This is an optimization exercise on Yosys and OpenROAD, whose aim is small area, not a production implementation. The RTL was checked by simulation tests, not by an equivalence proof against the original design. No activity file was given, so power comes from the tool's default toggle rates.

Setup of main:
==> flow/design.v (excerpt) <==
module conv_neuron_layer_ffanout
  #
  (
   parameter LAYER_SIZE       = 10,
   parameter LAYER_SIZE_ORDER = 4,
   parameter FEATURE_WIDTH    = 8,
   parameter WEIGHT_WIDTH     = 8,
   parameter WEIGHT_MEM_ORDER = 5,
   parameter OUTPUT_WIDTH     = 8,
   parameter OUTPUT_SHIFT     = 0,
   parameter BIAS_SHIFT       = 0,
   parameter ReLU             = "TRUE"
   )
  (
   input logic                         clk,
   input logic [FEATURE_WIDTH-1:0]     feature_stream,
   input logic                         feature_first,
   input logic                         feature_last,
   input logic [WEIGHT_WIDTH-1:0]      weight_stream,
   input logic [LAYER_SIZE_ORDER-1:0]  weight_id,
   input logic                         weight_first,
   input logic                         weight_last,
   output logic [OUTPUT_WIDTH-1:0]     output_stream,
   output logic [LAYER_SIZE_ORDER-1:0] output_id,
   output logic                        output_valid
   );
  logic [2:0]  tc;                    
  logic [1:0]  ph;
  logic        ld_active;
  logic        word_v;
  logic        bcur;                  
  logic [3:0]  tv, tb;                
  logic [3:0][7:0] td;                
  logic [1:0]  xd, yd;                
  logic [3:0]  xid, yid;              
  logic [4:0]  xk, yk;                
  logic        xv, yv;                
  logic [7:0]  xdat, ydat;
  logic [LAYER_SIZE:1] xn, yn;        
  logic [7:0]  xr, yr;                
  logic        yfirst;                
  logic        clash;                 
  logic        xw, yw;                
  assign ph     = tc[1:0];
  assign word_v = ld_active && !weight_first;
  always_comb begin
    tv[0] = word_v;
    tb[0] = bcur;
    td[0] = weight_stream;
  end
  always_ff @(posedge clk) begin
    tc <= tc + 1'b1;
    if (weight_first) begin
      ld_active <= 1'b1;
      bcur      <= !bcur;
      if (bcur) begin
        xd  <= 2'd3 - ph;
        xid <= weight_id;
      end else begin
        yd  <= 2'd3 - ph;
        yid <= weight_id;
      end
  ...
clock: 6.0 ns
lec_check: 0
cap_margin: 20
core_margin: 2
core_utilization: 40
cts_buf_list: sky130_fd_sc_hd__clkbuf_16
cts_cluster_diameter: 80
cts_cluster_size: 30
place_density: 0.8
slew_margin: 20
synth_hierarchical: 1
synth_minimum_keep_size: 0
run.sh (not shown) runs the stock make flow with config.mk's settings and CLKGATE_MAP_FILE= SYNTH_SCRIPT=/design/flow/synth_recipe.tcl, a recipe that flattens the netlist after the stock synthesis.
Modified inputs, the feature branch compared to main
# main
export LEC_CHECK = 0
export CAP_MARGIN = 20
export CORE_MARGIN = 2
export CORE_UTILIZATION = 40
export CTS_BUF_LIST = sky130_fd_sc_hd__clkbuf_16
export CTS_CLUSTER_DIAMETER = 80
export CTS_CLUSTER_SIZE = 30
export PLACE_DENSITY = 0.8
export SLEW_MARGIN = 20
export SYNTH_HIERARCHICAL = 1
export SYNTH_MINIMUM_KEEP_SIZE = 0
create_clock -name core_clock -period 6.0 [get_ports {clk}]
# the feature branch
export LEC_CHECK = 0
export CAP_MARGIN = 20
export CORE_MARGIN = 2
export CORE_UTILIZATION = 40
export CTS_BUF_LIST = sky130_fd_sc_hd__clkbuf_16
export CTS_CLUSTER_DIAMETER = 80
export CTS_CLUSTER_SIZE = 30
export PLACE_DENSITY = 0.7
export SLEW_MARGIN = 20
export SYNTH_HIERARCHICAL = 1
export SYNTH_MINIMUM_KEEP_SIZE = 0
create_clock -name core_clock -period 6.0 [get_ports {clk}]
Maximum number of pins on one net before global-route repair (the feature branch vs. main) increases by more than 10%
Compared the feature branch against main; total non-filler cell area in the finished layout within noise.
The feature branch finished every stage and its layout cleared the timing, design-rule and antenna checks.
Looking at the feature branch and main, the sequential share of cell area is a wash.
Summary — routed via count divided by cell count, the feature branch relative to main: higher, by about 1.2%.
[compare] base=main new=the feature branch: wire length of the first global-routing pass rose 34 mm; post-layout instance count excluding filler cells held steady; non-clock buffer instance count of the final layout rose by about 5%.
Compared main against the feature branch; number of cells traversed by the worst register-to-register path within noise.


Setup of rev 12:
Another version of the RTL of conv_neuron_layer_ffanout (not shown whole).
For scale: roughly 9400 cells after synthesis, roughly 3100 flip-flops, ~120000 um2 of cells after synthesis.
Settings: LEC_CHECK=0, CAP_MARGIN=0, CORE_MARGIN=2, CORE_UTILIZATION=40, CTS_BUF_LIST=sky130_fd_sc_hd__clkbuf_16, CTS_CLUSTER_DIAMETER=80, CTS_CLUSTER_SIZE=30, SLEW_MARGIN=0, SYNTH_HIERARCHICAL=1, SYNTH_MINIMUM_KEEP_SIZE=0; clock period 6.0 ns.
Ran to the end and failed final checks on capacitance limit, slew limit: rev 12.
The following lists how rev 13 was set up differently from rev 12:
- changing CAP_MARGIN from 0 to 20
- changing SLEW_MARGIN from 0 to 20
[summary]
From rev 12 to rev 13 the numbers moved as follows: portion of the layout cell area used by non-clock buffers about even; clock period minus worst slack has increased; switching component of the power decreased about 0.43%; placement-stage cell area held. The via count was comparable across rev 13 and rev 12. Rev 13 against rev 12: amount of wire on met3 after detailed routing fell about 0.3%; proportion of layout cells with a drive suffix above 1 about even. The sole clean run among rev 13 and rev 12 is rev 13. Completing all stages was not enough for rev 12: its layout failed the final checks because of capacitance limit, slew limit.

==> what the ideal ports hide <==
Ports are ideal in the flow. The routed layouts listed here were re-timed in OpenROAD.
Step 1: set_driving_cell puts a clkbuf_16 on clk and a buf_2 on each other input, an assumption about the parent block.
Step 2 times the ports against the registers' clock, not the clock port: input delays grow and output delays shrink by t, the midpoint of the rising clock arrivals with the driver on.
a / b / c = no drivers / after step 1 / after step 2; a / b = the first two.
| run | t (ns) | setup slack, ns | pins driven straight from the clock port |
|---|---|---|---|
| main | 0.933 | 0.638 / 0.638 / 0.370 | 1 |
| the feature branch | 0.928 | 0.758 / 0.758 / 0.429 | 1 |
| rev 12 | 0.994 | 0.734 / 0.734 / 0.426 | 1 |
| rev 13 | 0.966 | 0.715 / 0.715 / 0.453 | 1 |
For the feature branch, which loses most, drivers alone change the setup slack by 0.000 ns; drivers and shift together by -0.329 ns.
